This design comes from an exercise in tuning for small area, a short achievable clock period and few clock cycles on the open sky130 flow, not from production work. Function was not checked in any run shown here: the RTL went through the layout flow alone. Power is estimated from default activity; no workload was simulated.

==> flow/design.v <==
module alu(
  input [31:0] a, b,
  input f_arith, f_cin, f_slt, f_xor, f_and, f_or,
  output [31:0] y
);
  wire [33:0] sum2 = {1'b0, a, 1'b1} + {1'b0, b, f_cin};       
  wire [32:0] sum = sum2[33:1];
  assign y = ({32{f_arith}} & sum[31:0])
           | ({32{f_slt}} & {31'd0, sum[32]})
           | ({32{f_xor}} & (a ^ b))
           | ({32{f_and}} & (a & b))
           | ({32{f_or}}  & (a | b));
endmodule
module mips32(
  input clk,
  input rst,
  output [9:0] imem_addr,
  input [31:0] imem_rdata,
  output [9:0] dmem_addr,
  output [31:0] dmem_wdata,
  output dmem_we,
  output dmem_re,
  input [31:0] dmem_rdata,
  output halted
);
  localparam NB = 4;       
  reg [9:0] fpc;           
  reg v_q, pred_q;         
  reg [9:0] pc_q;
  reg v_id, pred_id;       
  reg bth_id;              
  reg [9:0] pc_id;
  reg [31:0] ir;
  reg [31:1] sa, sb;       
  reg stop;                
  reg halt_r;
  reg [NB-1:0] bt_v;
  reg [9:0] bt_pc [0:NB-1];
  reg [9:0] bt_tg [0:NB-1];
  reg [1:0] bt_ptr;
  reg v_ex, ld_ex, st_ex, br_ex, bnez_ex, wr_ex, pred_ex, bth_ex;
  reg f_arith, f_cin, f_slt, f_xor, f_and, f_or;
  reg [4:0] rd_ex;
  reg [31:0] Ax, Bx;
  reg [9:0] Tx;            
  reg [9:0] pc_ex;
  reg ld_mem, wr_mem, we_mem, re_mem;
  reg [4:0] rd_mem;
  reg [31:0] alu_mem, d_mem;
  reg [9:0] addr_mem;
  reg ld_wb, wr_wb;
  reg [4:0] rd_wb;
  reg [31:0] alu_wb;
  reg [31:0] rf [1:31];
  wire [31:0] w_data = ld_wb ? dmem_rdata : alu_wb;
  wire [31:0] opa = Ax;
  wire [31:0] opb = Bx;
  wire [31:0] alux;
  alu alu_ex(.a(opa), .b(opb), .f_arith(f_arith), .f_cin(f_cin), .f_slt(f_slt),
             .f_xor(f_xor), .f_and(f_and), .f_or(f_or), .y(alux));
  wire taken = bnez_ex ^ (opa == 32'd0);
  wire misp = v_ex & br_ex & (taken ^ pred_ex);
  wire [9:0] fix_pc = taken ? Tx : pc_ex + 10'd1;
  wire bt_alloc = v_ex & br_ex & taken & ~bth_ex;
  wire [5:0] op  = ir[31:26];
  wire [4:0] rd  = ir[25:21];
  wire [4:0] rs1 = ir[20:16];
  wire [4:0] rs2 = ir[15:11];
  wire [4:0] rsb = op[5] ? rd : rs2;       
  wire is_alu = ~op[5] & (op[3:0] <= 4'd5);
  wire is_ld  = (op == 6'b110000);
  wire is_st  = (op == 6'b110001);
  wire is_br  = (op[5:1] == 5'b11010);
  wire is_hlt = (op == 6'b111111);
  wire is_imm = ~op[5] & op[4];
  wire use_a  = is_alu | is_ld | is_st | is_br;
  wire use_b  = (is_alu & ~op[4]) | is_st;
  reg a_ex, a_mem, a_wb, a_rf, b_imm, b_ex, b_mem, b_wb, b_rf, hz;
  wire stall = v_id & ~stop & hz;
  wire live = v_id & ~stop & ~misp;
  reg [31:0] ra, rb;
  integer k;
  always @(*) begin
    ra = 32'd0;
    rb = 32'd0;
    for (k = 1; k < 32; k = k + 1) begin
      ra = ra | ({32{sa[k]}} & rf[k]);
      rb = rb | ({32{sb[k]}} & rf[k]);
    end
  end
  wire is_inv = ~op[5] & ((op[3:0] == 4'd1) | (op[3:0] == 4'd5));    
  wire [31:0] simm = {{16{ir[15]}}, ir[15:0]};
  wire [9:0] target = pc_id + 10'd1 + ir[9:0];
  reg bt_hit;
  reg [9:0] bt_next;
  always @(*) begin
    bt_hit = 1'b0;
    bt_next = fpc + 10'd1;
    for (k = 0; k < NB; k = k + 1)
      if (bt_v[k] & (bt_pc[k] == fpc)) begin
        bt_hit = 1'b1;
        bt_next = bt_tg[k];
      end
  end
  wire [31:0] ir_in = imem_rdata;
  wire dec_tk = v_q & ~stall & ~pred_q & (ir_in[31:27] == 5'b11010) & ir_in[15];
  wire [9:0] dec_tg = pc_q + 10'd1 + ir_in[9:0];
  wire [4:0] rs1_in = ir_in[20:16];
  wire [4:0] rsb_in = ir_in[31] ? ir_in[25:21] : ir_in[15:11];
  wire [5:0] op_in = ir_in[31:26];
  wire alu_in = ~op_in[5] & (op_in[3:0] <= 4'd5);
  wire use_a_in = alu_in | (op_in == 6'b110000) | (op_in == 6'b110001) | (op_in[5:1] == 5'b11010);
  wire use_b_in = (alu_in & ~op_in[4]) | (op_in == 6'b110001);
  wire [4:0] rs1_n = stall ? rs1 : rs1_in;
  wire [4:0] rsb_n = stall ? rsb : rsb_in;
  wire use_a_n = stall ? use_a : use_a_in;
  wire use_b_n = stall ? use_b : use_b_in;
  wire issue = v_id & ~stop & ~stall;      
  wire wr_id = (is_alu | is_ld) & (rd != 5'd0);
  wire ex_a_n  = issue & wr_id & (rd == rs1_in);
  wire ex_b_n  = issue & wr_id & (rd == rsb_in);
  wire mem_a_n = v_ex & wr_ex & (rd_ex == rs1_n);
  wire mem_b_n = v_ex & wr_ex & (rd_ex == rsb_n);
  wire wb_a_n  = wr_mem & (rd_mem == rs1_n);
  wire wb_b_n  = wr_mem & (rd_mem == rsb_n);
  wire eqa_id = rd == rs1_in;
  wire eqb_id = op_in[5] ? (rd == ir_in[25:21]) : (rd == ir_in[15:11]);
  wire eqa_ex = rd_ex == rs1_in;
  wire eqb_ex = op_in[5] ? (rd_ex == ir_in[25:21]) : (rd_ex == ir_in[15:11]);
  wire hz_in = (issue & is_ld & wr_id & ((use_a_in & eqa_id) | (use_b_in & eqb_id))) |
               (v_ex & ld_ex & wr_ex & ((use_a_in & eqa_ex) | (use_b_in & eqb_ex)));
  wire hz_st = v_ex & ld_ex & wr_ex & ((use_a & (rd_ex == rs1)) | (use_b & (rd_ex == rsb)));
  wire hz_n = stall ? hz_st : hz_in;
  wire hold = ~stop & (stall ? v_id & hz_st : v_q & hz_in);
  wire imm_in = ~op_in[5] & op_in[4];
  wire imm_n = stall ? is_imm : imm_in;
  reg [31:1] sa_n, sb_n;
  always @(*)
    for (k = 1; k < 32; k = k + 1) begin
      sa_n[k] = (rs1_n == k);
      sb_n[k] = (rsb_n == k);
    end
  assign imem_addr = fpc;
  always @(posedge clk) begin
    if (rst) begin
      fpc <= 10'd0;
      v_q <= 1'b0;
      v_id <= 1'b0;
      stop <= 1'b0;
      halt_r <= 1'b0;
      v_ex <= 1'b0;
      wr_mem <= 1'b0;
      we_mem <= 1'b0;
      re_mem <= 1'b0;
      wr_wb <= 1'b0;
      bt_v <= {NB{1'b0}};
      bt_ptr <= 2'd0;
    end
    else begin
      fpc <= misp ? fix_pc : dec_tk ? dec_tg : hold ? fpc : bt_next;
      v_q <= ~misp & ~dec_tk;
      if (misp) v_id <= 1'b0;
      else if (~stall) v_id <= v_q;
      if (live & ~stall & is_hlt) stop <= 1'b1;
      halt_r <= stop;
      v_ex <= live & ~stall & use_a;
      wr_mem <= v_ex & wr_ex;
      we_mem <= v_ex & st_ex;
      re_mem <= v_ex & ld_ex;
      wr_wb <= wr_mem;
      if (bt_alloc) begin
        bt_v[bt_ptr] <= 1'b1;
        bt_ptr <= bt_ptr + 2'd1;
      end
    end
    a_ex  <= ex_a_n;
    a_mem <= ~ex_a_n & mem_a_n;
    a_wb  <= ~ex_a_n & ~mem_a_n & wb_a_n;
    a_rf  <= ~ex_a_n & ~mem_a_n & ~wb_a_n;
    b_imm <= imm_n;
    b_ex  <= ~imm_n & ex_b_n;
    b_mem <= ~imm_n & ~ex_b_n & mem_b_n;
    b_wb  <= ~imm_n & ~ex_b_n & ~mem_b_n & wb_b_n;
    b_rf  <= ~imm_n & ~ex_b_n & ~mem_b_n & ~wb_b_n;
    hz <= hz_n;
    sa <= sa_n;
    sb <= sb_n;
    pc_q <= fpc;
    pred_q <= bt_hit;
    if (~stall) begin
      ir <= ir_in;
      pc_id <= pc_q;
      pred_id <= pred_q | dec_tk;
      bth_id <= pred_q;
    end
    if (bt_alloc) begin
      bt_pc[bt_ptr] <= pc_ex;
      bt_tg[bt_ptr] <= Tx;
    end
    ld_ex <= is_ld;
    st_ex <= is_st;
    br_ex <= is_br;
    bnez_ex <= op[0];
    pred_ex <= pred_id;
    bth_ex <= bth_id;
    pc_ex <= pc_id;
    wr_ex <= wr_id;
    rd_ex <= rd;
    f_arith <= ~op[5] & ((op[3:0] == 4'd0) | (op[3:0] == 4'd1));
    f_cin <= ~op[5] & (op[3:0] == 4'd1);
    f_xor <= ~op[5] & (op[3:0] == 4'd2);
    f_and <= ~op[5] & (op[3:0] == 4'd3);
    f_or  <= ~op[5] & (op[3:0] == 4'd4);
    f_slt <= ~op[5] & (op[3:0] == 4'd5);
    Ax <= ({32{a_ex}} & alux) | ({32{a_mem}} & alu_mem) | ({32{a_wb}} & w_data) | ({32{a_rf}} & ra);
    Bx <= {32{is_inv}} ^ (({32{b_imm}} & simm) | ({32{b_ex}} & alux) | ({32{b_mem}} & alu_mem)
                          | ({32{b_wb}} & w_data) | ({32{b_rf}} & rb));
    Tx <= is_br ? target : ir[9:0];
    ld_mem <= ld_ex;
    rd_mem <= rd_ex;
    alu_mem <= alux;
    d_mem <= opb;
    addr_mem <= opa[9:0] + Tx;
    ld_wb <= ld_mem;
    rd_wb <= rd_mem;
    alu_wb <= alu_mem;
    if (wr_wb) rf[rd_wb] <= w_data;
  end
  assign dmem_addr  = addr_mem;
  assign dmem_wdata = d_mem;
  assign dmem_we    = we_mem;
  assign dmem_re    = re_mem;
  assign halted     = halt_r;
endmodule
==> flow/flow/run.sh <==
#!/bin/bash
# Layout flow: the standard flow's own layout (standard.sh, with the standard synthesis
# unchanged), run with plain buffers rather than delay cells on the ports
# and a deeper setup margin for the timing repair steps. After the
# floorplan, gates of drive strength 0 are replaced by their drive 1
# versions (same function and, mostly, the same area), which hold up
# better once the wires are routed.
set -euo pipefail
export BUFFER_PORTS_ARGS="-buffer_cell sky130_fd_sc_hd__buf_4"
export SETUP_SLACK_MARGIN=5.3
RES=orfs/results/sky130hd/mips32/base
bash standard.sh synth > standard_synth.log 2>&1
bash standard.sh "$PWD/$RES/2_1_floorplan.odb" > standard_floorplan.log 2>&1
ODB="$PWD/$RES/2_1_floorplan.odb" openroad -no_splash -exit flow/swap0.tcl > swap0.log 2>&1
bash standard.sh > standard.log 2>&1
==> flow/flow/swap0.tcl <==
read_liberty /OpenROAD-flow-scripts/flow/platforms/sky130hd/lib/sky130_fd_sc_hd__tt_025C_1v80.lib
read_db $::env(ODB)
set n 0
foreach inst [[ord::get_db_block] getInsts] {
  set m [[$inst getMaster] getName]
  if {[regexp {^(sky130_fd_sc_hd__[a-z0-9]+)_0$} $m -> base]} {
    replace_cell [$inst getName] ${base}_1
    incr n
  }
}
puts "swapped $n cells from drive 0 to drive 1"
write_db $::env(ODB)
==> flow/standard.sh <==
#!/bin/bash
# synth_recipe.tcl (not shown) runs the flow's synth.tcl, then flattens the netlist and writes it again
# the make line also repeats each setting of config.mk as NAME=value (left out here)
make -C /OpenROAD-flow-scripts/flow DESIGN_CONFIG=/design/flow/config.mk WORK_HOME=/design/flow/orfs CLKGATE_MAP_FILE= SYNTH_SCRIPT=/design/flow/synth_recipe.tcl "${@:-finish}"
==> flow/config.mk <==
export PLATFORM = sky130hd
export DESIGN_NAME = mips32
export DESIGN_NICKNAME = mips32
export VERILOG_FILES = /design/flow/design.v
export SDC_FILE = /design/flow/constraint.sdc
export NUM_CORES = 8
export LEC_CHECK = 0
export CAP_MARGIN = 20
export CORE_MARGIN = 2
export CORE_UTILIZATION = 40
export CTS_CLUSTER_DIAMETER = 100
export CTS_CLUSTER_SIZE = 20
export SLEW_MARGIN = 20
export SYNTH_HIERARCHICAL = 1
==> flow/constraint.sdc <==
create_clock -name core_clock -period 8.0 [get_ports {clk}]
set_input_delay 1.6000 -clock core_clock [delete_from_list [all_inputs] [get_ports {clk}]]
set_output_delay 1.6000 -clock core_clock [all_outputs]
set_load 0.01 [all_outputs]
==> out/summary.txt, run 1 <==
RSZ-0062 raised after global routing - yes
FMAX - 0.3332 GHz
pin count of the biggest net entering global routing - 47
number of synthesized flops with an enable pin - 1,116
Slew headroom - 15.42%
status - finished clean
Vias - 47.98k
pwr dens - 224.0 nW/µm²
Seq/Total Area, Yosys - 65.82%
RD Place Congestion - 0.9355
CTS clk-pin slew, worst paths - 0.08 ns
Residual DRC - 0
cell accounting for the most synthesized area - edfxtp_1
busiest grt layer - met2
post-layout min period - 3.001 ns
setup TNS - 0 ns
Routed WL per cell - 41.32 µm
top cells by count, synth - edfxtp_1, a221oi_1, a22o_1, dfxtp_1, clkbuf_1
CP required - 8.60 ns
Die Span X - 394.2 µm
CP Capture Type - register
clock buffer depth - 3
Synth top area share - 55.04%
kind of critical path - reg -> reg
number of fill cells - 13.32k
CTS H-tree depth - 3
Post-layout nets - 4,604
hpwl dp - 134,800 µm
flops & latches, synth - 1,444
area grow syn2layout - 13.44%
Num CTS Buffers - 82
share of cells above drive strength 1 - 18.43%
vias per cell - 7.354
WP data arrival - 3.60 ns
CTS Hold Bufs - 0
first-pass GRT wire length - 362,300 µm
CTS sink cnt - 1,444
CTS root buffer - clkbuf_16
GR Util met1 - 41.18%
worst hold path class - reg -> reg
Synth async-reset ratio - 0%
Slew @ Worst Pin - 1.257 ns
die span in y - 394.2 µm
1st-pass router iterations - 13
met2 global-route usage - 47.72%
die area - 155,400 µm²
final hold vios - 0
all-layer global routing usage - 33.31%
# rows - 143
max cap viols - 0
Post-Syn Instances - 4,356
initial drt markers - 10.43k
Leak - 0.02290 µW
Post-Syn Area - 60,890 µm²
final hold slack - 0.3377 ns
critical path startpoint category - register
TritonCTS clock tree - yes
count of cell types in the netlist - 96
count leader, synth - edfxtp_1
main flop type after synthesis - edfxtp_1
IO Port Bufs - 120
initial antenna violation count - 13
Area contributors post-synth - edfxtp_1, dfxtp_1, a221oi_1
Mapped Nets - 4,525
global route total overflow - 0
count of final setup violators - 0
Final Skew - 0.06282 ns
clock latency on the worst-skew pair - 0.77 ns
vias in the first global route - 44.69k
met3 Track Usage GR - 15.46%
VDD IR max - 0.1701 mV
Core Region - 151,500 µm²
Ports - 121
Crit Path Max Fanout - 5
max-slew violation count - 0
warnings from Yosys - 7
Post-Route WL - 269,600 µm
period utilization - 37.51%
Initial Util - 40.18%
post-route ant nets - 0
Syn Area/Cell - 13.98 µm²
-- report_power, final --
group	internal, µW	switching, µW	total [µW]
combinational	878	1340	2210
clock	1970	2550	4520
sequential	8400	337	8740
total	11200	4220	15500
-- worst max-delay path: stages, from the launching register on --
cell      delay [ns]
dfxtp_2         0.36
inv_2           0.05
ha_4            0.26
a21o_1          0.21
a21oi_4         0.22
a211oi_4        0.12
buf_4           0.14
o2111a_2        0.29
o21ai_2         0.19
mux2i_1         0.20
nand2_1         0.12
a222oi_1        0.37
nand3_1         0.14
xor2_1          0.19
-- path summary, 6_finish.rpt --
check / start / endpoint / slack (ns) / cells past startpoint
hold reg to reg: ld_mem / ld_wb / 0.34 / 0
setup reg to reg: Bx[2] / Bx[26] / 5.00 / 13
setup / recovery: Bx[2] / Bx[26] / 5.00 / 13
hold / removal: ld_mem / ld_wb / 0.34 / 0
-- modules after synthesis (local to each module, per instance) --
module,flip-flops and latches,times used,cells,area [µm²]
alu,0,1,496,3284
mips32,1444,1,3860,57610
-- repair_timing --
item | in CTS | in global routing
gates resized for setup | 261 | 139
buffers inserted | 65 | 35
pin swaps | 77 | 103
setup endpoints to repair | 233 | 229
cloned | 1 | 3
-- per-stage QoR --
step	std cells	power (µW)	setup slack [ns]	util [%]	area (µm²)
2_1_floorplan	4356	9786	4.621	-	61190
3_3_place_gp	6277	10550	4.202	42.44	64320
3_5_place_dp	6277	10570	4.242	42.44	64320
4_1_cts	6475	15150	4.973	44.99	68180
5_1_grt	6514	15810	4.840	45.56	69050
6_report	6525	15470	4.999	45.58	69070
-- routing by layer --
layer / vias up / part of all wire (%)
met3: 1337 / 17
li1: 18090 / -
met4: 17 / 7.3
met1: 23550 / 34
met5: - / 0.063
met2: 4987 / 41
-- sequential cells by signal, summed over array words and instances, names as in the netlist, 5 cells and up --
name and cells:
Ax 32, Bx 32, Tx 10, addr_mem 10
alu_mem 32, alu_wb 32, bt_pc 40, bt_tg 40
d_mem 32, fpc 10, ir 32, pc_ex 10
pc_id 10, pc_q 10, rd_ex 5, rd_mem 5
rd_wb 5, rf 992, sa 31, sb 31
-- cell type report --
type / count / area (µm²) / area share [%]
clock inverter: 7 / 133.9 / 0.1938
timing repair buffer: 284 / 2476 / 3.585
antenna: 12 / 30.03 / 0.04347
inverter: 116 / 452.9 / 0.6557
clock buffer: 125 / 2245 / 3.250
multi-input combinational: 2507 / 20710 / 29.99
sequential: 1444 / 40480 / 58.61
tap: 2030 / 2540 / 3.677
-- cell families after synthesis --
| family | Yosys count | synth area share (%) |
|---|---|---|
| xor+xnor | 178 | 2.560 |
| compound gates | 1406 | 18.97 |
| simple gates | 738 | 6.236 |
| mux | 78 | 1.533 |
| flops | 1444 | 65.82 |
| buf+inv | 409 | 2.712 |
| fa+ha+maj | 103 | 2.166 |
-- cell usage in the layout (no fill, tap or decap), types with 27 or more instances in the layout --
cell type,instances
edfxtp_1,1116
a221oi_1,451
a22o_1,448
buf_4,206
dfxtp_1,172
nand4_1,160
nand2_1,158
nor2_1,133
a222oi_1,128
o21ai_1,125
xnor2_1,108
inv_1,101
dfxtp_4,84
clkbuf_16,83
dfxtp_2,72
buf_6,71
ha_1,67
a21oi_1,64
nand3_1,64
xor2_1,61
clkbuf_1,41
mux2_2,36
nor3_1,35
nor2_4,33
a21o_1,27
==> run 2, diff against run 1 <==
--- a/flow/design.v
+++ b/flow/design.v
@@ -1,14 +1 @@
-module alu(
-  input [31:0] a, b,
-  input f_arith, f_cin, f_slt, f_xor, f_and, f_or,
-  output [31:0] y
-);
-  wire [33:0] sum2 = {1'b0, a, 1'b1} + {1'b0, b, f_cin};       
-  wire [32:0] sum = sum2[33:1];
-  assign y = ({32{f_arith}} & sum[31:0])
-           | ({32{f_slt}} & {31'd0, sum[32]})
-           | ({32{f_xor}} & (a ^ b))
-           | ({32{f_and}} & (a & b))
-           | ({32{f_or}}  & (a | b));
-endmodule
 module mips32(
@@ -34,2 +21,3 @@
   reg [31:1] sa, sb;       
+  reg [31:1] sa2, sb2;     
   reg stop;                
@@ -57,5 +45,12 @@
   wire [31:0] opb = Bx;
-  wire [31:0] alux;
-  alu alu_ex(.a(opa), .b(opb), .f_arith(f_arith), .f_cin(f_cin), .f_slt(f_slt),
-             .f_xor(f_xor), .f_and(f_and), .f_or(f_or), .y(alux));
+  wire [33:0] sum2 = {1'b0, opa, 1'b1} + {1'b0, opb, f_cin};   
+  wire [32:0] sum = sum2[33:1];
+  wire [31:0] lx = opa ^ opb;
+  wire [31:0] la = opa & opb;
+  wire [31:0] lo = opa | opb;
+  wire [31:0] alux = ({32{f_arith}} & sum[31:0])
+                   | ({32{f_slt}} & {31'd0, sum[32]})
+                   | ({32{f_xor}} & lx)
+                   | ({32{f_and}} & la)
+                   | ({32{f_or}}  & lo);
   wire taken = bnez_ex ^ (opa == 32'd0);
@@ -77,3 +72,4 @@
   wire use_b  = (is_alu & ~op[4]) | is_st;
-  reg a_ex, a_mem, a_wb, a_rf, b_imm, b_ex, b_mem, b_wb, b_rf, hz;
+  reg a_mem, a_wb, a_rf, b_imm, b_mem, b_wb, b_rf, hz;
+  reg a_add, a_slt, a_xor, a_and, a_or, b_add, b_slt, b_xor, b_and, b_or;
   wire stall = v_id & ~stop & hz;
@@ -86,4 +82,4 @@
     for (k = 1; k < 32; k = k + 1) begin
-      ra = ra | ({32{sa[k]}} & rf[k]);
-      rb = rb | ({32{sb[k]}} & rf[k]);
+      ra = ra | ({{16{sa2[k]}}, {16{sa[k]}}} & rf[k]);
+      rb = rb | ({{16{sb2[k]}}, {16{sb[k]}}} & rf[k]);
     end
@@ -105,4 +101,2 @@
   wire [31:0] ir_in = imem_rdata;
-  wire dec_tk = v_q & ~stall & ~pred_q & (ir_in[31:27] == 5'b11010) & ir_in[15];
-  wire [9:0] dec_tg = pc_q + 10'd1 + ir_in[9:0];
   wire [4:0] rs1_in = ir_in[20:16];
@@ -134,2 +128,4 @@
   wire hold = ~stop & (stall ? v_id & hz_st : v_q & hz_in);
+  wire dec_tk = v_q & ~stall & ~pred_q & (op_in[5:1] == 5'b11010) & ir_in[15];
+  wire [9:0] dec_tg = pc_q + 10'd1 + ir_in[9:0];
   wire imm_in = ~op_in[5] & op_in[4];
@@ -175,3 +171,7 @@
     end
-    a_ex  <= ex_a_n;
+    a_add <= ex_a_n & ~op[5] & ((op[3:0] == 4'd0) | (op[3:0] == 4'd1));
+    a_slt <= ex_a_n & ~op[5] & (op[3:0] == 4'd5);
+    a_xor <= ex_a_n & ~op[5] & (op[3:0] == 4'd2);
+    a_and <= ex_a_n & ~op[5] & (op[3:0] == 4'd3);
+    a_or  <= ex_a_n & ~op[5] & (op[3:0] == 4'd4);
     a_mem <= ~ex_a_n & mem_a_n;
@@ -180,3 +180,7 @@
     b_imm <= imm_n;
-    b_ex  <= ~imm_n & ex_b_n;
+    b_add <= ~imm_n & ex_b_n & ~op[5] & ((op[3:0] == 4'd0) | (op[3:0] == 4'd1));
+    b_slt <= ~imm_n & ex_b_n & ~op[5] & (op[3:0] == 4'd5);
+    b_xor <= ~imm_n & ex_b_n & ~op[5] & (op[3:0] == 4'd2);
+    b_and <= ~imm_n & ex_b_n & ~op[5] & (op[3:0] == 4'd3);
+    b_or  <= ~imm_n & ex_b_n & ~op[5] & (op[3:0] == 4'd4);
     b_mem <= ~imm_n & ~ex_b_n & mem_b_n;
@@ -187,2 +191,4 @@
     sb <= sb_n;
+    sa2 <= sa_n;
+    sb2 <= sb_n;
     pc_q <= fpc;
@@ -214,4 +220,8 @@
     f_slt <= ~op[5] & (op[3:0] == 4'd5);
-    Ax <= ({32{a_ex}} & alux) | ({32{a_mem}} & alu_mem) | ({32{a_wb}} & w_data) | ({32{a_rf}} & ra);
-    Bx <= {32{is_inv}} ^ (({32{b_imm}} & simm) | ({32{b_ex}} & alux) | ({32{b_mem}} & alu_mem)
+    Ax <= ({32{a_add}} & sum[31:0]) | ({32{a_slt}} & {31'd0, sum[32]}) | ({32{a_xor}} & lx)
+        | ({32{a_and}} & la) | ({32{a_or}} & lo)
+        | ({32{a_mem}} & alu_mem) | ({32{a_wb}} & w_data) | ({32{a_rf}} & ra);
+    Bx <= {32{is_inv}} ^ (({32{b_imm}} & simm)
+                          | ({32{b_add}} & sum[31:0]) | ({32{b_slt}} & {31'd0, sum[32]}) | ({32{b_xor}} & lx)
+                          | ({32{b_and}} & la) | ({32{b_or}} & lo) | ({32{b_mem}} & alu_mem)
                           | ({32{b_wb}} & w_data) | ({32{b_rf}} & rb));
==> flow/flow/run.sh (replaced) <==
#!/bin/bash
# Layout flow: the standard flow's own layout (standard.sh, with the standard synthesis
# unchanged), run with plain buffers rather than delay cells on the ports
# and a deeper setup margin for the timing repair steps.
set -euo pipefail
export BUFFER_PORTS_ARGS="-buffer_cell sky130_fd_sc_hd__buf_4"
export SETUP_SLACK_MARGIN=5.3
bash standard.sh > standard.log 2>&1
--- a/flow/config.mk
+++ b/flow/config.mk
@@ -13,2 +13 @@
 export SLEW_MARGIN = 20
-export SYNTH_HIERARCHICAL = 1
removed: flow/flow/swap0.tcl
==> run 2 against run 1 <==
  * Still clean
  * Setup slack got worse by 0.23 ns
  * Clock power rose by 1%
  * Combinational power rose by 26%
  * Clock skew decreased by 0.030 ns
  * Non-clock buffer count grew 81
  * Final cell count is 5.3% higher
  * First-iteration DRC count is 3.6% higher
==> out/summary.txt, run 2 <==
commonest non-fill, non-tap cell in the layout - edfxtp_1
Vias - 50.38k (+5.0%)
Largest register FFs - 992 (unchanged)
Synth top area share - 53.86% (-1.2 points)
count of cell types in the netlist - 81 (-16%)
Slew headroom - 22.21% (+6.8 points)
Area contributors post-synth - edfxtp_1, dfxtp_1, a221oi_1
all-layer global routing usage - 34.22% (+0.91 points)
vias per cell - 7.334 (-0.26%)
first-pass GRT wire length - 379,000 µm (+4.6%)
status - finished clean
post-route ant nets - 0 (unchanged)
CTS sink cnt - 1,452 (+0.55%)
main flop type after synthesis - edfxtp_1
worst hold path class - reg -> reg
crit path to - Ax[31]
Core Region - 154,200 µm² (+1.8%)
IO Port Bufs - 120 (unchanged)
Syn Area/Cell - 13.37 µm² (-4.4%)
clock buffer depth - 3 (unchanged)
max cap viols - 0 (unchanged)
Seq/Total Area, Yosys - 64.67% (-1.2 points)
WP data arrival - 3.87 ns (+0.27 ns)
1st-pass router iterations - 16 (+3)
CTS root buffer - clkbuf_16
pwr dens - 227.0 nW/µm² (+1.4%)
Initial Util - 40.35% (+0.17 points)
period utilization - 40.42% (+2.9 points)
worst r2r src - Ax[9]
Final Skew - 0.03304 ns (-0.02979 ns)
CP required - 8.63 ns (+0.03 ns)
Post-layout nets - 4,947 (+7.5%)
initial antenna violation count - 10 (-3)
kind of critical path - reg -> reg
Die Span X - 398.4 µm (+1.1%)
top cells by count, synth - edfxtp_1, a221oi_1, a22o_1, dfxtp_1, clkbuf_1
TritonCTS clock tree - yes
largest register by flop count - rf
post-layout min period - 3.234 ns (+0.2328 ns)
count leader, synth - edfxtp_1
share of total power in the clock network - 28.4% (-0.8 points)
FMAX - 0.3093 GHz (-7.2%)
worst path cell trace - ha_1 -> a21oi_1 -> o21ai_0 -> a221o_2 -> o211ai_4 -> a2111o_1 -> a311oi_2 -> or4_4 -> and2_4 -> a221o_1
logic gate share of total power - 17.2% (+2.9 points)
global route total overflow - 0 (unchanged)
RSZ-0062 raised after global routing - yes
pin count of the biggest net entering global routing - 48 (+2.1%)
area grow syn2layout - 14.14%
final hold slack - 0.3459 ns (+0.008264 ns)
Mapped Nets - 4,823 (+6.6%)
Num CTS Buffers - 84 (+2.4%)
count of final setup violators - 0 (unchanged)
max-slew violation count - 0 (unchanged)
vias in the first global route - 47.10k (+5.4%)
commonest non-fill, non-tap cells in the layout - edfxtp_1, a221oi_1, a22o_1
top flop regs - rf: 992 flops, bt_pc: 40 flops, bt_tg: 40 flops
P_int - 11,590 µW (+3.1%)
warnings from Yosys - 1 (-6)
critical path startpoint - Ax[9]
initial drt markers - 10.81k (+3.6%)
CP Capture Type - register
clock latency on the worst-skew pair - 0.73 ns (-0.04 ns)
final hold vios - 0 (unchanged)
Sw Share - 28.08% (+0.79 points)
dpl ws - 3.719 ns (-0.5229 ns)
FF-to-FF End - Ax[31]
fin util - 46.05% (+0.47 points)
slowest stage delay, CP - 0.54 ns (+0.17 ns)
critical path startpoint category - register
Leak - 0.02366 µW (+3.3%)
Post-Syn Instances - 4,654 (+6.8%)
Residual DRC - 0 (unchanged)
die span in y - 398.4 µm (+1.1%)
Crit Path Max Fanout - 8 (+3)
setup TNS - 0 ns (unchanged)
Final WS setup - 4.766 ns (-0.2328 ns)
RD Place Congestion - 0.9309 (-0.49%)
number of synthesized flops with an enable pin - 1,116 (unchanged)
share of cells above drive strength 1 - 18.63% (+0.20 points)
Routed WL per cell - 40.96 µm (-0.88%)
r2r setup slk - 4.77 ns (-0.23 ns)
Post-Syn Area - 62,220 µm² (+2.2%)
hpwl dp - 147,000 µm (+9.0%)
die area - 158,700 µm² (+2.2%)
Reg power frac - 54.4% (-2.1 points)
Slew @ Worst Pin - 1.167 ns (-0.09023 ns)
Post-Route WL - 281,300 µm (+4.3%)
Crit-path slowest cell - or4_4
VDD IR max - 0.1750 mV (+2.9%)
Synth async-reset ratio - 0% (unchanged)
CTS clk-pin slew, worst paths - 0.09 ns (about the same)
cell accounting for the most synthesized area - edfxtp_1
Ports - 121 (unchanged)
# rows - 144 (+0.70%)
Net Sw Power - 4528 µW (+7.2%)
reg2reg path depth - 10 (-3)
flops & latches, synth - 1,452 (+0.55%)
CTS H-tree depth - 3 (unchanged)
-- run 2: final cells by class --
type / count / area, µm²
flip-flops and latches: 1452 / 40520
inverters: 153 / 585.6
well taps: 2044 / 2557
clock inverters: 8 / 107.6
multi-input cells: 2722 / 21730
diodes: 4 / 10.01
repair buffers: 365 / 3223
fillers: 13530 / 83200
clock buffers: 121 / 2293
-- run 2: worst min-delay path by stage --
stage,startpoint,end,slack [ns],cells after the start
finish,ld_mem,ld_wb,0.35,0
global route,ld_mem,ld_wb,0.35,0
CTS,bth_id,bth_ex,0.34,0
detailed placement,bth_id,bth_ex,0.33,0
global placement,ld_mem,ld_wb,0.32,0
floorplan,ld_mem,ld_wb,0.31,0
-- run 2: cell families (layout without fill, tap and decap cells) --
logic type / Yosys count / count (layout) / synth area share [%]
buffers and inverters: 484 / 647 / 2.992
AOI/OAI and AO/OA: 1506 / 1506 / 19.43
muxes: 77 / 77 / 1.321
and+or+nand+nor: 841 / 845 / 6.756
xor gates and xnor gates: 191 / 191 / 2.711
DFF: 1452 / 1452 / 64.67
other: 0 / 4 / 0
adders and majority gates: 103 / 103 / 2.119
-- run 2: timing repair --
item,CTS,global route
gates cloned,8,0
setup buffers,79,41
gates resized for setup,310,162
setup endpoints to repair,341,249
hold buffers,0,0
pin swaps,65,62
endpoints found under the hold margin,0,0
-- run 2: critical path: cells and delay by family, from the launching register on --
family	cells	cell delay, ns
compound gates	7	1.70
fa+ha+maj	1	0.35
simple gates	2	0.72
flops	1	0.35
-- run 2: power groups by stage --
| stage | clock network (µW) | logic [µW] | registers [µW] |
|---|---|---|---|
| after global placement | 0 | 2120 | 8910 |
| after global routing | 4800 | 2890 | 8780 |
| after detailed placement | 0 | 2140 | 8910 |
| after floorplan | 0 | 1360 | 8800 |
| after CTS | 4550 | 2440 | 8750 |
| final | 4580 | 2780 | 8770 |
-- run 2: stage by stage --
| step | power, µW | area (µm²) | instances |
|---|---|---|---|
| floorplan | 10160 | 62550 | 4654 |
| global placement | 11030 | 65930 | 6608 |
| detailed placement | 11050 | 65930 | 6608 |
| CTS | 15740 | 70100 | 6824 |
| global route | 16470 | 71020 | 6866 |
| finish | 16120 | 71030 | 6869 |
-- run 2: routing by layer --
layer  global-route usage, %  routed length (µm)  vias to the layer above
met5                  0.9988                 506                        -
met4                   21.59               23050                       18
met3                   14.67               48180                     1545
met2                   49.93              116200                     5272
met1                   41.46               93440                    24390
li1                        -                   -                    19150
==> run 3, diff against run 2 <==
--- a/flow/flow/run.sh
+++ b/flow/flow/run.sh
@@ -6,3 +6,3 @@
 export BUFFER_PORTS_ARGS="-buffer_cell sky130_fd_sc_hd__buf_4"
-export SETUP_SLACK_MARGIN=5.3
+export SETUP_SLACK_MARGIN=5.6
 bash standard.sh > standard.log 2>&1
==> run 3 against run 2 <==
  * Register-to-register slack gained 0.09 ns
  * Setup slack gained 0.079 ns
  * Clock-buffer cell count is the same
  * Sequential share of layout area shrank 1.4 points
  * Via count grew 2.1%
==> out/summary.txt, run 3 <==
FF-to-FF End - Ax[31]
flops & latches, synth - 1,452 (unchanged)
pin count of the biggest net entering global routing - 48 (unchanged)
largest register by flop count - rf
first-pass GRT wire length - 385,300 µm (+1.7%)
cell accounting for the most synthesized area - edfxtp_1
top flop regs - rf: 992 flops, bt_pc: 40 flops, bt_tg: 40 flops
worst path cell trace - buf_8 -> inv_4 -> ha_4 -> inv_4 -> fa_2 -> a21o_1 -> a21oi_2 -> o21bai_2 -> a2111oi_4 -> nor3_2 -> xor2_1 -> a211oi_2 -> a211o_1 -> a21oi_2
count of cell types in the netlist - 81 (unchanged)
CP Depth - 14 (+4)
CTS H-tree depth - 3 (unchanged)
commonest non-fill, non-tap cell in the layout - edfxtp_1
global route total overflow - 0 (unchanged)
main flop type after synthesis - edfxtp_1
buffers and inverters on the worst path - 3 (+3)
Routed WL per cell - 41.35 µm (+0.95%)
worst hold path class - reg -> reg
clock latency on the worst-skew pair - 0.77 ns (+0.04 ns)
number of synthesized flops with an enable pin - 1,116 (unchanged)
Post-Syn Area - 62,220 µm² (unchanged)
Residual DRC - 0 (unchanged)
CTS clk-pin slew, worst paths - 0.09 ns (about the same)
slowest stage delay, CP - 0.34 ns (-0.20 ns)
crit path to - fpc[8]
RD Place Congestion - 0.9280 (-0.31%)
delay-heaviest family, CP - compound AO/OA/AOI/OAI gates
Seq/Total Area, Yosys - 64.67% (unchanged)
Sw Share - 28.50% (+0.42 points)
warnings from Yosys - 1 (unchanged)
hold depth - 0 (unchanged)
Slew @ Worst Pin - 1.191 ns (+0.02378 ns)
Final Skew - 0.06603 ns (+0.03299 ns)
CP Capture Type - register
1st-pass router iterations - 12 (-4)
r2r setup slk - 4.86 ns (+0.09 ns)
commonest non-fill, non-tap cells in the layout - edfxtp_1, a221oi_1, a22o_1
max cap viols - 0 (unchanged)
Die Span X - 398.4 µm (unchanged)
worst r2r src - Bx[18]
FMAX - 0.3170 GHz (+2.5%)
Ports - 121 (unchanged)
die span in y - 398.4 µm (unchanged)
WP data arrival - 3.83 ns (-0.04 ns)
met2 global-route usage - 50.77% (+0.83 points)
Synth async-reset ratio - 0% (unchanged)
dpl ws - 3.798 ns (+0.07883 ns)
share of total power in the clock network - 27.9% (-0.5 points)
critical path startpoint category - input port
Num CTS Buffers - 83 (-1.2%)
critical path startpoint - imem_rdata[0]
Slew headroom - 20.63% (-1.6 points)
setup TNS - 0 ns (unchanged)
Final WS setup - 4.845 ns (+0.07880 ns)
IO Port Bufs - 120 (unchanged)
Post-layout nets - 5,024 (+1.6%)
final hold vios - 0 (unchanged)
# rows - 144 (unchanged)
P_int - 11,780 µW (+1.6%)
Net Sw Power - 4693 µW (+3.7%)
initial antenna violation count - 25 (+15)
busiest grt layer - met2
VDD IR max - 0.1726 mV (-1.3%)
Core Region - 154,200 µm² (unchanged)
count leader, synth - edfxtp_1
reg2reg path depth - 11 (+1)
Post-Route WL - 287,700 µm (+2.2%)
initial drt markers - 11.73k (+8.6%)
CTS Hold Bufs - 0 (unchanged)
vias per cell - 7.394 (+0.82%)
clock buffer depth - 3 (unchanged)
CTS sink cnt - 1,452 (unchanged)
Vias - 51.44k (+2.1%)
share of cells above drive strength 1 - 21.88% (+3.3 points)
Initial Util - 40.35% (unchanged)
all-layer global routing usage - 34.83% (+0.61 points)
status - finished clean
Largest register FFs - 992 (unchanged)
met3 Track Usage GR - 15.54% (+0.88 points)
Post-Syn Instances - 4,654 (unchanged)
hpwl dp - 152,800 µm (+3.9%)
Leak - 0.02438 µW (+3.0%)
GR Util met1 - 41.83% (+0.37 points)
CP required - 8.68 ns (+0.05 ns)
Mapped Nets - 4,823 (unchanged)
die area - 158,700 µm² (unchanged)
post-layout min period - 3.155 ns (-0.07880 ns)
Syn Area/Cell - 13.37 µm² (unchanged)
Synth top area share - 53.86% (unchanged)
vias in the first global route - 47.79k (+1.5%)
CTS root buffer - clkbuf_16
logic gate share of total power - 18.8% (+1.6 points)
period utilization - 39.43% (-0.99 points)
Area contributors post-synth - edfxtp_1, dfxtp_1, a221oi_1
area grow syn2layout - 17.01%
RSZ-0062 raised after global routing - yes
Crit Path Max Fanout - 2 (-6)
TritonCTS clock tree - yes
pwr dens - 226.2 nW/µm² (-0.36%)
count of final setup violators - 0 (unchanged)
kind of critical path - in -> reg
max-slew violation count - 0 (unchanged)
top cells by count, synth - edfxtp_1, a221oi_1, a22o_1, dfxtp_1, clkbuf_1
Crit-path slowest cell - fa_2
post-route ant nets - 0 (unchanged)
Reg power frac - 53.3% (-1.1 points)
==> run 3: what timing repair did <==
item	4_1_cts	5_1_grt
buffers inserted	114	71
endpoints found under the hold margin	0	0
resized for setup	439	237
cloned	2	15
pin swaps	103	100
endpoints found under the setup margin	1008	423
==> run 3: worst min-delay path by stage <==
| stage | endpoint | start |
|---|---|---|
| 6_report | ld_wb | ld_mem |
| 5_1_grt | ld_wb | ld_mem |
| 4_1_cts | ld_wb | ld_mem |
| 3_5_place_dp | ld_wb | ld_mem |
| 3_3_place_gp | ld_wb | ld_mem |
| 2_1_floorplan | ld_wb | ld_mem |
==> run 3: routing by layer <==
layer  vias to the layer above  share of wire, %
met3                      1610                17
li1                      19350                 -
met2                      5489                41
met4                        28               8.2
met1                     24970                33
met5                         -              0.14
==> run 3: cell type report <==
| class | instances | area (µm²) |
|---|---|---|
| multi-input combinational | 2731 | 22510 |
| inverter | 153 | 585.6 |
| clock inverter | 8 | 123.9 |
| sequential | 1452 | 40550 |
| timing repair buffer | 434 | 4183 |
| tap | 2044 | 2557 |
| fill | 13410 | 81420 |
| clock buffer | 121 | 2262 |
| antenna | 14 | 35.03 |
==> run 3: kinds of logic after synthesis <==
kind of cell,count (synthesis),share of synthesized area [%]
buffers and inverters,484,2.992
XOR/XNOR,191,2.711
multiplexers,77,1.321
flip-flops,1452,64.67
AO/OA/AOI/OAI,1506,19.43
adder cells (fa/ha/maj),103,2.119
AND/OR/NAND/NOR,841,6.756
==> run 3: per-stage QoR <==
| stage | util [%] | power, µW | cell area (µm²) | std cells | hold WS [ns] |
|---|---|---|---|---|---|
| 6_report | 47.21 | 16470 | 72810 | 6957 | 0.3351 |
| 3_5_place_dp | 42.95 | 11120 | 66240 | 6612 | 0.3185 |
| 3_3_place_gp | 42.95 | 11100 | 66240 | 6612 | 0.3172 |
| 4_1_cts | 46.10 | 16020 | 71100 | 6857 | 0.3350 |
| 2_1_floorplan | - | 10220 | 62920 | 4654 | 0.3096 |
| 5_1_grt | 47.19 | 16820 | 72780 | 6945 | 0.3372 |
==> run 3: power groups by stage <==
stage / Clock, µW / Sequential [µW] / Combinational [µW]
floorplan: 0 / 8800 / 1420
global placement: 0 / 8910 / 2190
detailed placement: 0 / 8910 / 2200
CTS: 4550 / 8760 / 2700
global route: 4820 / 8790 / 3220
finish: 4600 / 8780 / 3100
==> run 4, diff against run 3 <==
--- a/flow/design.v
+++ b/flow/design.v
@@ -14,2 +14,3 @@
   reg [9:0] fpc;           
+  reg [9:0] fpc_o;         
   reg v_q, pred_q;         
@@ -17,3 +18,2 @@
   reg v_id, pred_id;       
-  reg bth_id;              
   reg [9:0] pc_id;
@@ -28,3 +28,3 @@
   reg [1:0] bt_ptr;
-  reg v_ex, ld_ex, st_ex, br_ex, bnez_ex, wr_ex, pred_ex, bth_ex;
+  reg v_ex, ld_ex, st_ex, br_ex, bnez_ex, wr_ex, pred_ex;
   reg f_arith, f_cin, f_slt, f_xor, f_and, f_or;
@@ -58,3 +58,3 @@
   wire [9:0] fix_pc = taken ? Tx : pc_ex + 10'd1;
-  wire bt_alloc = v_ex & br_ex & taken & ~bth_ex;
+  wire bt_alloc = v_ex & br_ex & taken & ~pred_ex;
   wire [5:0] op  = ir[31:26];
@@ -100,2 +100,3 @@
   end
+  wire drop = stall & v_q;
   wire [31:0] ir_in = imem_rdata;
@@ -119,13 +120,4 @@
   wire wb_b_n  = wr_mem & (rd_mem == rsb_n);
-  wire eqa_id = rd == rs1_in;
-  wire eqb_id = op_in[5] ? (rd == ir_in[25:21]) : (rd == ir_in[15:11]);
-  wire eqa_ex = rd_ex == rs1_in;
-  wire eqb_ex = op_in[5] ? (rd_ex == ir_in[25:21]) : (rd_ex == ir_in[15:11]);
-  wire hz_in = (issue & is_ld & wr_id & ((use_a_in & eqa_id) | (use_b_in & eqb_id))) |
-               (v_ex & ld_ex & wr_ex & ((use_a_in & eqa_ex) | (use_b_in & eqb_ex)));
-  wire hz_st = v_ex & ld_ex & wr_ex & ((use_a & (rd_ex == rs1)) | (use_b & (rd_ex == rsb)));
-  wire hz_n = stall ? hz_st : hz_in;
-  wire hold = ~stop & (stall ? v_id & hz_st : v_q & hz_in);
-  wire dec_tk = v_q & ~stall & ~pred_q & (op_in[5:1] == 5'b11010) & ir_in[15];
-  wire [9:0] dec_tg = pc_q + 10'd1 + ir_in[9:0];
+  wire hz_n = (is_ld & ((use_a_in & ex_a_n) | (use_b_in & ex_b_n))) |
+              (ld_ex & ((use_a_n & mem_a_n) | (use_b_n & mem_b_n)));
   wire imm_in = ~op_in[5] & op_in[4];
@@ -138,3 +130,4 @@
     end
-  assign imem_addr = fpc;
+  wire [9:0] fpc_n = misp ? fix_pc : drop ? pc_q : bt_next;
+  assign imem_addr = fpc_o;
   always @(posedge clk) begin
@@ -142,2 +135,3 @@
       fpc <= 10'd0;
+      fpc_o <= 10'd0;
       v_q <= 1'b0;
@@ -155,4 +149,5 @@
     else begin
-      fpc <= misp ? fix_pc : dec_tk ? dec_tg : hold ? fpc : bt_next;
-      v_q <= ~misp & ~dec_tk;
+      fpc <= fpc_n;
+      fpc_o <= fpc_n;
+      v_q <= ~misp & ~drop;
       if (misp) v_id <= 1'b0;
@@ -198,4 +193,3 @@
       pc_id <= pc_q;
-      pred_id <= pred_q | dec_tk;
-      bth_id <= pred_q;
+      pred_id <= pred_q;
     end
@@ -210,3 +204,2 @@
     pred_ex <= pred_id;
-    bth_ex <= bth_id;
     pc_ex <= pc_id;
--- a/flow/flow/run.sh
+++ b/flow/flow/run.sh
@@ -6,3 +6,3 @@
 export BUFFER_PORTS_ARGS="-buffer_cell sky130_fd_sc_hd__buf_4"
-export SETUP_SLACK_MARGIN=5.6
+export SETUP_SLACK_MARGIN=5.3
 bash standard.sh > standard.log 2>&1
==> run 4 against run 3 <==
  * Final area down 3.5%
  * Core utilization shrank 1.1 points
  * Flip-flop and latch count down 2
  * Setup slack improved by 0.18 ns
  * Non-clock buffer count decreased by 53
  * Critical path depth down 8
  * Via count down 3.2%
  * Die area fell by 1.3%
  * Critical path type is now reg -> reg
  * Largest power group unchanged
  * Highest routed layer unchanged
==> out/summary.txt, run 4 <==
CTS root buffer - clkbuf_16
1st-pass router iterations - 15 (+3)
largest register by flop count - rf
Num CTS Buffers - 82 (-1.2%)
Leak - 0.02340 µW (-4.0%)
Syn Area/Cell - 13.59 µm² (+1.6%)
period utilization - 37.15% (-2.3 points)
Post-Route WL - 280,000 µm (-2.7%)
critical path startpoint category - register
flops & latches, synth - 1,450 (-0.14%)
Area contributors post-synth - edfxtp_1, dfxtp_1, a221oi_1
critical path startpoint - sa2[22]
Largest register FFs - 992 (unchanged)
post-layout min period - 2.972 ns (-0.1828 ns)
Die Span X - 395.8 µm (-0.67%)
Ports - 121 (unchanged)
Routed WL per cell - 41.45 µm (+0.24%)
pwr dens - 226.2 nW/µm² (about the same)
initial antenna violation count - 16 (-36%)
Synth top area share - 54.54% (+0.68 points)
warnings from Yosys - 1 (unchanged)
TritonCTS clock tree - yes
vias in the first global route - 46.29k (-3.1%)
CP required - 8.63 ns (-0.05 ns)
top cells by count, synth - edfxtp_1, a221oi_1, a22o_1, dfxtp_1, clkbuf_1
P_int - 11,460 µW (-2.7%)
commonest non-fill, non-tap cells in the layout - edfxtp_1, a221oi_1, a22o_1
pin count of the biggest net entering global routing - 45 (-6.3%)
Net Sw Power - 4430 µW (-5.6%)
main flop type after synthesis - edfxtp_1
Seq/Total Area, Yosys - 65.46% (+0.80 points)
final hold vios - 0 (unchanged)
status - finished clean
Slew headroom - 21.27% (+0.64 points)
count of final setup violators - 0 (unchanged)
final hold slack - 0.3328 ns (-0.002293 ns)
CTS Hold Bufs - 0 (unchanged)
hpwl dp - 148,900 µm (-2.5%)
Final Cell Area - 70,250 µm² (-3.5%)
FMAX - 0.3365 GHz (+6.2%)
share of total power in the clock network - 28.4% (+0.5 points)
clock buffer depth - 3 (unchanged)
Slew @ Worst Pin - 1.181 ns (-0.009630 ns)
count leader, synth - edfxtp_1
area grow syn2layout - 14.43%
Crit Path Max Fanout - 19 (+17)
kind of critical path - reg -> reg
worst hold path class - reg -> reg
Initial Util - 40.32% (about the same)
Reg power frac - 54.7% (+1.4 points)
initial drt markers - 10.82k (-7.8%)
worst r2r src - sa2[22]
die span in y - 395.8 µm (-0.67%)
Post-DP Area - 65,190 µm² (-1.6%)
IO Port Bufs - 120 (unchanged)
Synth async-reset ratio - 0% (unchanged)
all-layer global routing usage - 34.40% (-0.43 points)
RSZ-0062 raised after global routing - yes
Final Skew - 0.05019 ns (-0.01583 ns)
Residual DRC - 0 (unchanged)
Vias - 49.81k (-3.2%)
Post-layout nets - 4,832 (-3.8%)
vias per cell - 7.372 (-0.30%)
clock latency on the worst-skew pair - 0.75 ns (-0.02 ns)
setup TNS - 0 ns (unchanged)
die area - 156,600 µm² (-1.3%)
number of synthesized flops with an enable pin - 1,115 (-0.090%)
WP data arrival - 3.60 ns (-0.23 ns)
share of cells above drive strength 1 - 19.81% (-2.1 points)
# rows - 143 (-0.69%)
Post-Syn Area - 61,390 µm² (-1.3%)
count of cell types in the netlist - 88 (+8.6%)
max cap viols - 0 (unchanged)
CTS H-tree depth - 3 (unchanged)
Post-Syn Instances - 4,519 (-2.9%)
Core Region - 152,300 µm² (-1.3%)
VDD IR max - 0.1657 mV (-4.0%)
post-route ant nets - 0 (unchanged)
Mapped Nets - 4,678 (-3.0%)
Sw Share - 27.87% (-0.62 points)
max-slew violation count - 0 (unchanged)
CTS sink cnt - 1,450 (-0.14%)
logic gate share of total power - 16.9% (-1.9 points)
Hold Startpoint - ld_mem
CTS clk-pin slew, worst paths - 0.09 ns (about the same)
top flop regs - rf: 992 flops, bt_pc: 40 flops, bt_tg: 40 flops
cell accounting for the most synthesized area - edfxtp_1
CP Capture Type - register
first-pass GRT wire length - 376,000 µm (-2.4%)
commonest non-fill, non-tap cell in the layout - edfxtp_1
RD Place Congestion - 0.9578 (+3.2%)
global route total overflow - 0 (unchanged)
run 4: cell types whose count changed in the layout (fill, tap and decap cells not counted), moves of 14 or more:
cell / delta
mux2_2: +23
a221oi_1: +14
buf_6: -56
buf_8: -16
mux2_4: -24
nand2_2: -14
xnor2_1: -20
buf_4: +34
a21oi_2: -17
dfxtp_2: +20
o21ai_0: +20
a22oi_1: -29
nand3_1: -16
a21oi_1: +14
run 4: logic make-up (layout without fill, tap and decap cells):
logic type	Yosys count	count (layout)	synth area share (%)
other	0	12	0
XOR/XNOR	164	165	2.340
AND/OR/NAND/NOR	765	770	6.218
adder cells (fa/ha/maj)	93	93	1.932
flip-flops	1450	1450	65.46
buffers and inverters	466	655	2.937
AO/OA/AOI/OAI	1496	1496	19.64
multiplexers	85	85	1.467
run 4: final timing paths:
| path | slack, ns | cells past startpoint | endpoint |
|---|---|---|---|
| worst max-delay path | 5.03 | 6 | Ax[26] |
| worst min register to register | 0.33 | 0 | ld_wb |
| worst max register to register | 5.03 | 6 | Ax[26] |
| worst min-delay path | 0.33 | 0 | ld_wb |
run 4: cell type report:
type	instances	area (µm²)
Sequential cell	1450	40480
Timing Repair Buffer	381	3232
Fill cell	13360	82010
Clock inverter	5	68.82
Antenna cell	12	30.03
Tap cell	2030	2540
Multi-Input combinational cell	2609	21090
Inverter	149	560.5
Clock buffer	120	2258
run 4: per-stage QoR:
step / cells / power, µW / setup WS (ns) / utilization [%]
after global routing: 6746 / 16240 / 5.001 / 46.12
after global placement: 6480 / 10850 / 3.893 / 42.82
after CTS: 6676 / 15520 / 5.058 / 45.38
after floorplan: 4519 / 10010 / 4.673 / -
final: 6756 / 15890 / 5.028 / 46.14
after detailed placement: 6480 / 10860 / 3.877 / 42.82
run 4: per-layer routing:
metal | vias up | routed length (µm) | GRT usage (%) | part of all wire [%]
met1 | 24060 | 91090 | 41.37 | 33
met3 | 1598 | 49320 | 15.48 | 18
met2 | 5397 | 115000 | 49.78 | 41
li1 | 18740 | - | - | -
met4 | 14 | 24450 | 22.13 | 8.7
met5 | - | 149 | 0.7697 | 0.053
run 4: power by group through the flow:
| stage | Combinational, µW | Clock (µW) | Sequential [µW] |
|---|---|---|---|
| 2_1_floorplan | 1280 | 0 | 8730 |
| 3_3_place_gp | 2030 | 0 | 8820 |
| 3_5_place_dp | 2040 | 0 | 8820 |
| 4_1_cts | 2350 | 4490 | 8670 |
| 5_1_grt | 2800 | 4740 | 8700 |
| 6_report | 2690 | 4510 | 8690 |
run 4: timing repair:
item | 4_1_cts | 5_1_grt
pin swaps | 61 | 63
buffers inserted | 67 | 66
cloned | 4 | 2
setup endpoints to repair | 370 | 185
resized for setup | 313 | 149
run 4: critical path: stages (launching register included):
cell	delay, ns
dfxtp_2	0.55
buf_4	0.44
a22o_1	0.25
a221oi_1	0.30
nand3_1	0.10
or4_1	0.78
a221o_1	0.42
==> run 5, diff against run 4 <==
--- a/flow/design.v
+++ b/flow/design.v
@@ -14,3 +14,2 @@
   reg [9:0] fpc;           
-  reg [9:0] fpc_o;         
   reg v_q, pred_q;         
@@ -100,3 +99,2 @@
   end
-  wire drop = stall & v_q;
   wire [31:0] ir_in = imem_rdata;
@@ -120,4 +118,6 @@
   wire wb_b_n  = wr_mem & (rd_mem == rsb_n);
+  wire hold;
   wire hz_n = (is_ld & ((use_a_in & ex_a_n) | (use_b_in & ex_b_n))) |
               (ld_ex & ((use_a_n & mem_a_n) | (use_b_n & mem_b_n)));
+  assign hold = hz_n & (stall ? v_id : v_q) & ~stop;
   wire imm_in = ~op_in[5] & op_in[4];
@@ -130,4 +130,3 @@
     end
-  wire [9:0] fpc_n = misp ? fix_pc : drop ? pc_q : bt_next;
-  assign imem_addr = fpc_o;
+  assign imem_addr = fpc;
   always @(posedge clk) begin
@@ -135,3 +134,2 @@
       fpc <= 10'd0;
-      fpc_o <= 10'd0;
       v_q <= 1'b0;
@@ -149,5 +147,4 @@
     else begin
-      fpc <= fpc_n;
-      fpc_o <= fpc_n;
-      v_q <= ~misp & ~drop;
+      fpc <= misp ? fix_pc : hold ? fpc : bt_next;
+      v_q <= ~misp;
       if (misp) v_id <= 1'b0;
==> run 5 against run 4 <==
  * Still clean on timing, DRC and antenna
  * Clock power hardly changed
  * Synthesized cell count is 1.4% higher
  * Final cell count increased by 0.52%
  * Area after synthesis increased by 0.55%
  * Combinational power grew 1%
  * First-iteration DRC count is 2.7% lower
  * Global-route usage rose by 0.41 points
  * Wire length is 2.1% higher
  * Register-to-register slack better by 0.08 ns
  * Largest power group unchanged
==> out/summary.txt, run 5 <==
share of cells above drive strength 1 - 18.16% (-1.6 points)
Die Span X - 396.8 µm (+0.27%)
Slew @ Worst Pin - 1.150 ns (-0.03069 ns)
commonest non-fill, non-tap cell in the layout - edfxtp_1
Post-Syn Area - 61,730 µm² (+0.55%)
Syn Area/Cell - 13.47 µm² (-0.85%)
Leak - 0.02342 µW (about the same)
Routed WL per cell - 42.10 µm (+1.6%)
TritonCTS clock tree - yes
Slew headroom - 23.31% (+2.0 points)
max-slew violation count - 0 (unchanged)
global route total overflow - 0 (unchanged)
Final WS setup - 5.051 ns (+0.02250 ns)
count of final setup violators - 0 (unchanged)
Post-Route WL - 285,900 µm (+2.1%)
Largest register FFs - 992 (unchanged)
final hold vios - 0 (unchanged)
Num CTS Buffers - 82 (unchanged)
cell accounting for the most synthesized area - edfxtp_1
dpl ws - 3.524 ns (-0.3526 ns)
pwr dens - 227.7 nW/µm² (+0.64%)
Post-layout nets - 4,857 (+0.52%)
pin count of the biggest net entering global routing - 47 (+4.4%)
setup TNS - 0 ns (unchanged)
RSZ-0062 raised after global routing - yes
critical path startpoint category - register
Crit Path Max Fanout - 2 (-17)
CTS root buffer - clkbuf_16
period utilization - 36.87% (-0.28 points)
commonest non-fill, non-tap cells in the layout - edfxtp_1, a221oi_1, a22o_1
largest register by flop count - rf
VDD IR max - 0.1630 mV (-1.6%)
number of synthesized flops with an enable pin - 1,115 (unchanged)
vias in the first global route - 47.20k (+2.0%)
post-layout min period - 2.949 ns (-0.02250 ns)
hpwl dp - 149,300 µm (+0.25%)
Ports - 121 (unchanged)
Seq/Total Area, Yosys - 65.10% (-0.36 points)
initial antenna violation count - 16 (unchanged)
status - finished clean
CTS Hold Bufs - 0 (unchanged)
IO Port Bufs - 120 (unchanged)
worst path cell trace - buf_12 -> buf_6
warnings from Yosys - 1 (unchanged)
vias per cell - 7.454 (+1.1%)
Initial Util - 40.17% (-0.15 points)
top flop regs - rf: 992 flops, bt_pc: 40 flops, bt_tg: 40 flops
main flop type after synthesis - edfxtp_1
Core Region - 153,700 µm² (+0.94%)
Final Skew - 0.03874 ns (-0.01145 ns)
initial drt markers - 10.53k (-2.7%)
CTS sink cnt - 1,450 (unchanged)
clock latency on the worst-skew pair - 0.75 ns (about the same)
clock buffer depth - 3 (unchanged)
worst hold path class - reg -> reg
WP data arrival - 1.35 ns (-2.25 ns)
Residual DRC - 0 (unchanged)
Crit-path slowest cell - dfxtp_4
CP Capture Type - primary output
all-layer global routing usage - 34.81% (+0.41 points)
Synth top area share - 54.24% (-0.30 points)
flops & latches, synth - 1,450 (unchanged)
FMAX - 0.3391 GHz (+0.76%)
die span in y - 396.8 µm (+0.27%)
Post-Syn Instances - 4,583 (+1.4%)
1st-pass router iterations - 16 (+1)
CTS clk-pin slew, worst paths - 0.09 ns (about the same)
top cells by count, synth - edfxtp_1, a221oi_1, a22o_1, dfxtp_1, clkbuf_1
CP required - 6.40 ns (-2.23 ns)
kind of critical path - reg -> out
Area contributors post-synth - edfxtp_1, dfxtp_1, a221oi_1
Vias - 50.62k (+1.6%)
area grow syn2layout - 14.17%
first-pass GRT wire length - 381,900 µm (+1.6%)
Synth async-reset ratio - 0% (unchanged)
post-route ant nets - 0 (unchanged)
die area - 157,500 µm² (+0.55%)
max cap viols - 0 (unchanged)
Mapped Nets - 4,742 (+1.4%)
number of fill cells - 13.58k (+1.7%)
count of cell types in the netlist - 81 (-8.0%)
RD Place Congestion - 0.9493 (-0.89%)
# rows - 144 (+0.70%)
count leader, synth - edfxtp_1
slowest stage delay, CP - 0.37 ns (-0.41 ns)
CTS H-tree depth - 3 (unchanged)
## run 5: metal layers
layer	vias to the layer above	part of all wire (%)	GRT usage (%)
li1	18950	-	-
met1	24770	33	41.29
met2	5285	42	51.37
met3	1588	16	14.25
met4	21	8.8	23.76
met5	-	0.13	1.509
## run 5: report_power, final
| group | internal, µW | switching [µW] |
|---|---|---|
| Clock | 1980 | 2560 |
| Sequential | 8530 | 241 |
| Combinational | 1010 | 1730 |
| Total | 11500 | 4530 |
## run 5: worst max-delay path: cells and delay by family, from the launching register on
kind	cells	cell delay [ns]
buffers and inverters	2	0.24
flip-flops	1	0.37
## run 5: area by class of cell
class	instances	area (µm²)	share of cell area (%)
Antenna cell	7	17.52	0.02486
Clock buffer	120	2268	3.219
Clock inverter	6	70.07	0.09942
Inverter	142	545.5	0.7741
Multi-Input combinational cell	2671	21310	30.24
Sequential cell	1450	40480	57.44
Tap cell	2044	2557	3.629
Timing Repair Buffer	351	3222	4.572
## run 5: path summary, 6_finish.rpt
kind                       end  depth (start not counted)  slack (ns)    from
setup / recovery  imem_addr[3]                          2        5.05  fpc[3]
hold / removal           ld_wb                          0        0.34  ld_mem
setup reg to reg        fpc[6]                          9        5.11  Ax[28]
hold reg to reg          ld_wb                          0        0.34  ld_mem
## run 5: repair_timing
item | CTS | global route
pin swaps | 24 | 47
resized for setup | 332 | 175
setup buffers | 51 | 51
gates cloned | 2 | 1
hold endpoints to repair | 0 | 0
setup endpoints to repair | 238 | 179
## run 5: through the flow
stage	utilization, %	area (µm²)	std cells	hold WS (ns)	power [µW]
after global routing	45.84	70460	6784	0.3572	16360
after floorplan	-	61950	4583	0.3096	10100
after CTS	45.15	69390	6732	0.3469	15660
final	45.86	70480	6791	0.3444	16040
after detailed placement	42.58	65450	6553	0.3261	11040
after global placement	42.58	65440	6552	0.3285	11020
## run 5: logic make-up (layout without fill, tap and decap cells)
kind of cell / count (synthesis) / after routing / share of synthesized area (%)
buffers and inverters: 464 / 619 / 2.874
multiplexers: 91 / 91 / 1.567
AO/OA/AOI/OAI: 1510 / 1510 / 19.61
adder cells (fa/ha/maj): 93 / 93 / 1.921
XOR/XNOR: 158 / 158 / 2.264
other: 0 / 7 / 0
AND/OR/NAND/NOR: 817 / 819 / 6.660
flip-flops: 1450 / 1450 / 65.10

-- port drivers added, routing unchanged --
The flow's constraints put no driver on any port. The routed layouts listed below were extracted and timed again, unchanged, in two steps. Step 1, drivers: a clkbuf_16 drives clk and a buf_2 each remaining input, both assumed. Step 2 adds t to the input delays and takes it off the output delays; t is the mean of the earliest and latest rising clock arrival at the registers after step 1. Input paths then give back, and output paths get back, about the clock's delay inside the block. Slacks: no drivers / after step 1 / after step 2; pairs: no drivers / after step 1.
run	t, ns	slack for setup (ns)	worst hold slack (ns)
run 1	0.823	4.999 / 4.999 / 4.282	0.338 / 0.338 / 0.338
run 2	0.803	4.766 / 4.766 / 4.097	0.346 / 0.346 / 0.346
run 3	0.823	4.845 / 4.802 / 4.067	0.335 / 0.335 / 0.335
run 4	0.811	5.028 / 5.028 / 4.548	0.333 / 0.333 / 0.333
run 5	0.813	5.051 / 4.967 / 4.248	0.344 / 0.344 / 0.344
After both steps setup and hold are still met in every run listed. For run 5, which loses most, drivers alone change the setup slack by -0.084 ns; drivers and shift together by -0.803 ns.
